Source: an optimization exercise on an open RTL-to-GDS flow (aim: small area, a short achievable clock period and few clock cycles). Production flows keep margins and buffers that such runs may drop. The RTL was checked by simulation tests, not by an equivalence proof against the original design. No activity file was given, so power comes from the tool's default toggle rates.

Setup of run A:
==> flow/design.v <==
module alu(
    input  wire logic [31:0] in1_i,
    input  wire logic [31:0] in2_i,
    input  wire logic [7:0]  sel_i,      
    input  wire logic        cin_i,      
    input  wire logic        right_i,    
    input  wire logic        arith_i,    
    input  wire logic [4:0]  shamt_i,    
    output      logic [31:0] sum_o,      
    output      logic        eq_o,
    output      logic        lt_o,
    output      logic        ltu_o,
    output      logic [31:0] out_o
    );
    logic [32:0] addc;
    logic [31:0] x;
    logic [31:0] sr, sl, rin;
    logic [32:0] srx;
    always_comb begin
        addc  = {in1_i, 1'b1} + {in2_i, cin_i};
        sum_o = addc[32:1];
        x     = in1_i ^ in2_i;
        eq_o  = ~|x;
        ltu_o = in1_i < in2_i;
        lt_o  = ltu_o ^ in1_i[31] ^ in2_i[31];
        for (int i = 0; i < 32; i++) rin[i] = right_i ? in1_i[i] : in1_i[31-i];
        srx = $signed({arith_i & in1_i[31], rin}) >>> shamt_i;
        sr  = srx[31:0];
        for (int i = 0; i < 32; i++) sl[i] = sr[31-i];
        out_o = ({32{sel_i[0]}} & sum_o)
              | ({32{sel_i[1]}} & sl)
              | {31'd0, (sel_i[2] & lt_o) | (sel_i[3] & ltu_o)}
              | ({32{sel_i[4]}} & x)
              | ({32{sel_i[5]}} & sr)
              | ({32{sel_i[6]}} & (in1_i | in2_i))
              | ({32{sel_i[7]}} & (in1_i & in2_i));
    end
endmodule
module register_file(
    input  wire logic        clk,
    input  wire logic [31:0] in_i,
    input  wire logic [4:0]  in_sel_i,
    input  wire logic        in_en_i,
    input  wire logic [4:0]  out_sel_i,
    output      logic [31:0] out_o
    );
    logic [31:0] regs[31:1];
    always_ff @(posedge clk) begin
        for (int i = 1; i < 32; i++)
            if (in_en_i && in_sel_i == i[4:0])
                regs[i] <= in_i;
    end
    always_comb begin
        out_o = 32'd0;
        for (int i = 1; i < 32; i++)
            out_o = out_o | (regs[i] & {32{out_sel_i == i[4:0]}});
    end
endmodule
module decoder(
    input  wire logic [31:0] instr_i,
    output      logic        is_op_o,        
    output      logic        is_upper_o,     
    output      logic        is_lui_o,
    output      logic        is_jal_o,
    output      logic        is_jalr_o,
    output      logic        is_branch_o,
    output      logic        is_mem_o,       
    output      logic        is_store_o,
    output      logic        use_rs2_o,      
    output      logic        wr_rd_o,        
    output      logic [31:0] imm_o,          
    output      logic [31:0] timm_o          
    );
    logic [4:0] op;
    always_comb begin
        op = instr_i[6:2];
        is_op_o     = ~op[4] &  op[2] & ~op[0];
        is_upper_o  = ~op[4] &  op[2] &  op[0];
        is_lui_o    = ~op[4] &  op[3];
        is_jal_o    =  op[4] &  op[1];
        is_jalr_o   =  op[4] & ~op[1] & op[0];
        is_branch_o =  op[4] & ~op[0];
        is_mem_o    = ~op[4] & ~op[2] & ~op[0];
        is_store_o  =  op[3];           
        use_rs2_o   =  op[3] & (op[2] | (op[4] & ~op[0]));
        wr_rd_o     = (op[4] & op[0]) | (~op[4] & op[2]);
        imm_o = {{21{instr_i[31]}}, instr_i[30:25], (~op[4] & ~op[2] & op[3]) ? instr_i[11:7] : instr_i[24:20]};
        if (~op[4])
            timm_o = {instr_i[31:12], 12'd0};
        else if (op[1])
            timm_o = {{12{instr_i[31]}}, instr_i[19:12], instr_i[20], instr_i[30:21], 1'b0};
        else
            timm_o = {{20{instr_i[31]}}, instr_i[7], instr_i[30:25], instr_i[11:8], 1'b0};
    end
endmodule
module processor(
    input wire logic       clk,
    input wire logic       reset_i,
    output      logic        sel_o,
    output      logic [31:0] addr_o,
    output      logic        we_o,
    output      logic [3:0]  wr_mask_o,
    input  wire logic [31:0] data_in_i,
    output      logic [31:0] data_out_o,
    input  wire logic        ack_i
    );
    typedef enum logic [1:0] {
        FETCH,       
        RD,          
        EX,          
        MEM          
    } state_t;
    state_t      state;
    logic [31:0] ir;
    logic [31:2] pc;             
    logic [31:0] op_a;
    logic [31:0] op_b;
    logic [4:0]  shamt;          
    logic        b_fix;          
    logic [7:0]  x_sel;          
    logic        x_link;         
    logic        x_upper;        
    logic        x_sub;
    logic        x_right;
    logic        x_arith;
    logic [31:2] x_tsum;         
    logic [4:0]  ld_rd;
    logic [2:0]  ld_f3;
    logic        w_en;
    logic [4:0]  w_rd;
    logic [31:0] w_val;
    logic        is_op, is_upper, is_lui, is_jal, is_jalr, is_branch;
    logic        is_mem, is_store, use_rs2, wr_rd;
    logic [31:0] imm, timm;
    decoder decoder(
        .instr_i(ir),
        .is_op_o(is_op),
        .is_upper_o(is_upper),
        .is_lui_o(is_lui),
        .is_jal_o(is_jal),
        .is_jalr_o(is_jalr),
        .is_branch_o(is_branch),
        .is_mem_o(is_mem),
        .is_store_o(is_store),
        .use_rs2_o(use_rs2),
        .wr_rd_o(wr_rd),
        .imm_o(imm),
        .timm_o(timm)
    );
    logic [2:0]  f3;
    logic [4:0]  rd, rs1, rs2, in_rs2;
    assign f3     = ir[14:12];
    assign rd     = ir[11:7];
    assign rs1    = ir[19:15];
    assign rs2    = ir[24:20];
    assign in_rs2 = data_in_i[24:20];
    logic [31:0] rf_out;
    register_file register_file(
        .clk(clk),
        .in_i(w_val),
        .in_sel_i(w_rd),
        .in_en_i(w_en),
        .out_sel_i(state == RD ? rs1 : in_rs2),
        .out_o(rf_out)
    );
    logic [31:0] src1, src2;
    assign src1 = (w_en && w_rd == rs1) ? w_val : rf_out;
    assign src2 = b_fix ? w_val : op_b;
    logic        is_sub;
    assign is_sub = is_op & (f3 == 3'b000) & ir[30] & ir[5];
    logic [31:0] alu_sum, alu_out;
    logic        alu_eq, alu_lt, alu_ltu;
    alu alu(
        .in1_i(op_a),
        .in2_i(op_b),
        .sel_i(x_sel),
        .cin_i(x_sub),
        .right_i(x_right),
        .arith_i(x_arith),
        .shamt_i(shamt),
        .sum_o(alu_sum),
        .eq_o(alu_eq),
        .lt_o(alu_lt),
        .ltu_o(alu_ltu),
        .out_o(alu_out)
    );
    logic [31:0] tsum;
    logic        cond, taken;
    logic [31:0] wb_x;
    logic [31:0] ld_val;
    logic [31:2] inc_in, inc;
    logic [3:0]  st_mask;
    always_comb begin
        tsum = ({pc, 2'b00} & {32{~(is_upper & is_lui)}}) + timm;
        case (f3[2:1])
            2'b00:   cond = alu_eq;
            2'b10:   cond = alu_lt;
            default: cond = alu_ltu;
        endcase
        taken = (is_branch & (cond ^ f3[0])) | is_jal | is_jalr;
        wb_x = alu_out
             | ({32{x_link}} & addr_o)
             | ({32{x_upper}} & {x_tsum, 2'b00});
        case (ld_f3[1:0])
            2'b00: begin
                case (addr_o[1:0])
                    2'b00: ld_val[7:0] = data_in_i[7:0];
                    2'b01: ld_val[7:0] = data_in_i[15:8];
                    2'b10: ld_val[7:0] = data_in_i[23:16];
                    default: ld_val[7:0] = data_in_i[31:24];
                endcase
                ld_val[31:8] = {24{~ld_f3[2] & ld_val[7]}};
            end
            2'b01: begin
                ld_val[15:0] = addr_o[1] ? data_in_i[31:16] : data_in_i[15:0];
                ld_val[31:16] = {16{~ld_f3[2] & ld_val[15]}};
            end
            default: ld_val = data_in_i;
        endcase
        inc_in = (state == MEM) ? pc : addr_o[31:2];
        inc    = inc_in + 30'd1;
        case (f3[1:0])
            2'b00:   st_mask = 4'b0001 << alu_sum[1:0];
            2'b01:   st_mask = alu_sum[1] ? 4'b1100 : 4'b0011;
            default: st_mask = 4'b1111;
        endcase
    end
    always_ff @(posedge clk) begin
        w_en  <= 1'b0;
        w_rd  <= rd;
        w_val <= wb_x;
        for (int i = 0; i < 8; i++)
            x_sel[i] <= is_op & (f3 == i[2:0]);
        x_link  <= is_jal | is_jalr;
        x_upper <= is_upper;
        x_sub   <= is_sub;
        x_right <= f3[2];
        x_arith <= f3[2] & ir[30];
        x_tsum  <= tsum[31:2];
        case (state)
            FETCH: begin
                sel_o <= 1'b1;
                if (sel_o && ack_i) begin
                    ir     <= data_in_i;
                    pc     <= addr_o[31:2];
                    op_b   <= rf_out;
                    b_fix  <= 1'b0;
                    addr_o <= {inc, 2'b00};
                    state  <= RD;
                end
            end
            RD: begin
                op_a    <= src1;
                op_b    <= use_rs2 ? (is_sub ? ~src2 : src2) : imm;
                shamt   <= use_rs2 ? src2[4:0] : imm[4:0];
                case (f3[1:0])
                    2'b00:   data_out_o <= {4{src2[7:0]}};
                    2'b01:   data_out_o <= {2{src2[15:0]}};
                    default: data_out_o <= src2;
                endcase
                state <= EX;
            end
            EX: begin
                w_en <= wr_rd & (rd != 5'd0);
                if (ack_i) begin
                    ir     <= data_in_i;
                    pc     <= addr_o[31:2];
                    op_b   <= rf_out;
                    b_fix  <= wr_rd & (rd != 5'd0) & (rd == in_rs2);
                    ld_rd  <= rd;
                    ld_f3  <= f3;
                    if (taken) begin
                        addr_o <= is_jalr ? {alu_sum[31:1], 1'b0} : {x_tsum, 2'b00};
                        state  <= FETCH;
                    end else if (is_mem) begin
                        addr_o    <= alu_sum;
                        we_o      <= is_store;
                        wr_mask_o <= st_mask;
                        state     <= MEM;
                    end else begin
                        addr_o <= {inc, 2'b00};
                        state  <= RD;
                    end
                end
            end
            default: begin   
                w_rd  <= ld_rd;
                w_val <= ld_val;
                if (ack_i) begin
                    w_en   <= ~we_o & (ld_rd != 5'd0);
                    b_fix  <= ~we_o & (ld_rd != 5'd0) & (ld_rd == rs2);
                    we_o   <= 1'b0;
                    addr_o <= {inc, 2'b00};
                    state  <= RD;
                end
            end
        endcase
        if (reset_i) begin
            state  <= FETCH;
            sel_o  <= 1'b0;
            addr_o <= 32'd0;
            we_o   <= 1'b0;
            w_en   <= 1'b0;
        end
    end
endmodule
==> flow/config.mk <==
export PLATFORM = sky130hd
export DESIGN_NAME = processor
export DESIGN_NICKNAME = processor
export VERILOG_FILES = /design/flow/design.v
export SDC_FILE = /design/flow/constraint.sdc
export NUM_CORES = 4
export LEC_CHECK = 0
export CAP_MARGIN = 20
export CORE_MARGIN = 2
export CORE_UTILIZATION = 40
export SLEW_MARGIN = 20
==> flow/constraint.sdc <==
create_clock -name core_clock -period 10.0 [get_ports {clk}]
set_input_delay 2.0000 -clock core_clock [delete_from_list [all_inputs] [get_ports {clk}]]
set_output_delay 2.0000 -clock core_clock [all_outputs]
set_load 0.01 [all_outputs]
standard.sh (not shown) runs the stock make flow with config.mk's settings and CLKGATE_MAP_FILE= SYNTH_SCRIPT=/design/flow/synth_recipe.tcl, a recipe that flattens the netlist after the stock synthesis.
==> flow/flow/run.sh <==
#!/bin/bash
# Standard ORFS layout (the standard.sh) with these changes, all within
# the design's SDC and clock period:
#  - timing repair aimed below the clock period, held to the worst endpoint;
#  - port buffers start as buf_2 (repair may resize them);
#  - clock tree built from clkbuf_4/clkbuf_8, without dummy loads.
set -euo pipefail
bash standard.sh \
  SETUP_SLACK_MARGIN=6.5 \
  TNS_END_PERCENT=0 \
  "BUFFER_PORTS_ARGS=-buffer_cell sky130_fd_sc_hd__buf_2" \
  "CTS_ARGS=-sink_clustering_enable -repair_clock_nets -dont_use_dummy_load -buf_list {sky130_fd_sc_hd__clkbuf_4 sky130_fd_sc_hd__clkbuf_8}" \
  finish > orfs_make.log 2>&1
Run A was carried through to the last stage, and its layout satisfied the timing, DRC and antenna checks.
Testbench counts of run A, summed over its fixed seeds: cycles 107,048.
Changes in run B relative to run A:
diff --git a/flow/design.v b/flow/design.v
--- a/flow/design.v
+++ b/flow/design.v
@@ -1,11 +1,10 @@
 module alu(
     input  wire logic [31:0] in1_i,
     input  wire logic [31:0] in2_i,
-    input  wire logic [7:0]  sel_i,      
+    input  wire logic [2:0]  op_i,       
     input  wire logic        cin_i,      
-    input  wire logic        right_i,    
     input  wire logic        arith_i,    
     input  wire logic [4:0]  shamt_i,    
     output      logic [31:0] sum_o,      
     output      logic        eq_o,
     output      logic        lt_o,
@@ -21,21 +20,24 @@
         sum_o = addc[32:1];
         x     = in1_i ^ in2_i;
         eq_o  = ~|x;
         ltu_o = in1_i < in2_i;
         lt_o  = ltu_o ^ in1_i[31] ^ in2_i[31];
-        for (int i = 0; i < 32; i++) rin[i] = right_i ? in1_i[i] : in1_i[31-i];
-        srx = $signed({arith_i & in1_i[31], rin}) >>> shamt_i;
+        for (int i = 0; i < 32; i++) rin[i] = (op_i[2]) ? in1_i[i] : in1_i[31-i];
+        srx = $signed({arith_i & op_i[2] & in1_i[31], rin}) >>> shamt_i;
         sr  = srx[31:0];
         for (int i = 0; i < 32; i++) sl[i] = sr[31-i];
-        out_o = ({32{sel_i[0]}} & sum_o)
-              | ({32{sel_i[1]}} & sl)
-              | {31'd0, (sel_i[2] & lt_o) | (sel_i[3] & ltu_o)}
-              | ({32{sel_i[4]}} & x)
-              | ({32{sel_i[5]}} & sr)
-              | ({32{sel_i[6]}} & (in1_i | in2_i))
-              | ({32{sel_i[7]}} & (in1_i & in2_i));
+        case (op_i)
+            3'b000: out_o = sum_o;
+            3'b001: out_o = sl;
+            3'b010: out_o = {31'd0, lt_o};
+            3'b011: out_o = {31'd0, ltu_o};
+            3'b100: out_o = x;
+            3'b101: out_o = sr;
+            3'b110: out_o = in1_i | in2_i;
+            default: out_o = in1_i & in2_i;
+        endcase
     end
 endmodule
 module register_file(
     input  wire logic        clk,
     input  wire logic [31:0] in_i,
@@ -115,15 +117,12 @@
     logic [31:2] pc;             
     logic [31:0] op_a;
     logic [31:0] op_b;
     logic [4:0]  shamt;          
     logic        b_fix;          
-    logic [7:0]  x_sel;          
-    logic        x_link;         
-    logic        x_upper;        
+    logic [2:0]  x_op;
     logic        x_sub;
-    logic        x_right;
     logic        x_arith;
     logic [31:2] x_tsum;         
     logic [4:0]  ld_rd;
     logic [2:0]  ld_f3;
     logic        w_en;
@@ -171,13 +170,12 @@
     logic [31:0] alu_sum, alu_out;
     logic        alu_eq, alu_lt, alu_ltu;
     alu alu(
         .in1_i(op_a),
         .in2_i(op_b),
-        .sel_i(x_sel),
+        .op_i(x_op),
         .cin_i(x_sub),
-        .right_i(x_right),
         .arith_i(x_arith),
         .shamt_i(shamt),
         .sum_o(alu_sum),
         .eq_o(alu_eq),
         .lt_o(alu_lt),
@@ -196,13 +194,16 @@
             2'b00:   cond = alu_eq;
             2'b10:   cond = alu_lt;
             default: cond = alu_ltu;
         endcase
         taken = (is_branch & (cond ^ f3[0])) | is_jal | is_jalr;
-        wb_x = alu_out
-             | ({32{x_link}} & addr_o)
-             | ({32{x_upper}} & {x_tsum, 2'b00});
+        if (is_jal | is_jalr)
+            wb_x = addr_o;               
+        else if (is_upper)
+            wb_x = {x_tsum, 2'b00};
+        else
+            wb_x = alu_out;
         case (ld_f3[1:0])
             2'b00: begin
                 case (addr_o[1:0])
                     2'b00: ld_val[7:0] = data_in_i[7:0];
                     2'b01: ld_val[7:0] = data_in_i[15:8];
@@ -227,17 +228,13 @@
     end
     always_ff @(posedge clk) begin
         w_en  <= 1'b0;
         w_rd  <= rd;
         w_val <= wb_x;
-        for (int i = 0; i < 8; i++)
-            x_sel[i] <= is_op & (f3 == i[2:0]);
-        x_link  <= is_jal | is_jalr;
-        x_upper <= is_upper;
+        x_op    <= is_op ? f3 : 3'b000;
         x_sub   <= is_sub;
-        x_right <= f3[2];
-        x_arith <= f3[2] & ir[30];
+        x_arith <= ir[30];
         x_tsum  <= tsum[31:2];
         case (state)
             FETCH: begin
                 sel_o <= 1'b1;
                 if (sel_o && ack_i) begin
Run B ran to completion and came out clean on the timing, DRC and antenna checks.
met1 usage in global routing ended up 0.95 points higher on run B than on run A.
| overall via count from detail_route | run A vs run B | ≈ equal |
The ratio of total power to cell area in run A is 0.942 times that in run B.
On net count reported at finish: run B sits above run A.
Changes observed in run B relative to run A: synthesized cell count increased 2.1%; growth of design area from synthesis to finish decreased 1.5 points; worst setup slack decreased 0.15 ns.
Testbench counts of run B, summed over its fixed seeds: cycles 107,048.

static timing again, ports no longer ideal:
The results above use ideal ports. As a check the final layouts listed here were re-extracted and re-timed, cells and wires unchanged. Step 1: set_driving_cell puts a clkbuf_16 on clk and a buf_2 on each other input, an assumption about the parent block. Step 2 times the ports against the registers' clock, not the clock port: input delays grow and output delays shrink by t, the midpoint of the rising clock arrivals with the driver on. Slacks: ideal ports / drivers / drivers and shift; pairs: ideal ports / drivers.
run | t (ns) | slack for setup (ns) | hold WS [ns] | worst setup path after step 2
run A | 0.949 | 6.190 / 6.222 / 5.277 | 0.527 / 0.527 / 0.527 | input to register
run B | 0.985 | 6.042 / 6.043 / 5.067 | 0.463 / 0.463 / 0.463 | input to register
After both steps setup and hold are still met in every run listed. For run B, which loses most, drivers alone change the setup slack by +0.001 ns; drivers and shift together by -0.975 ns.
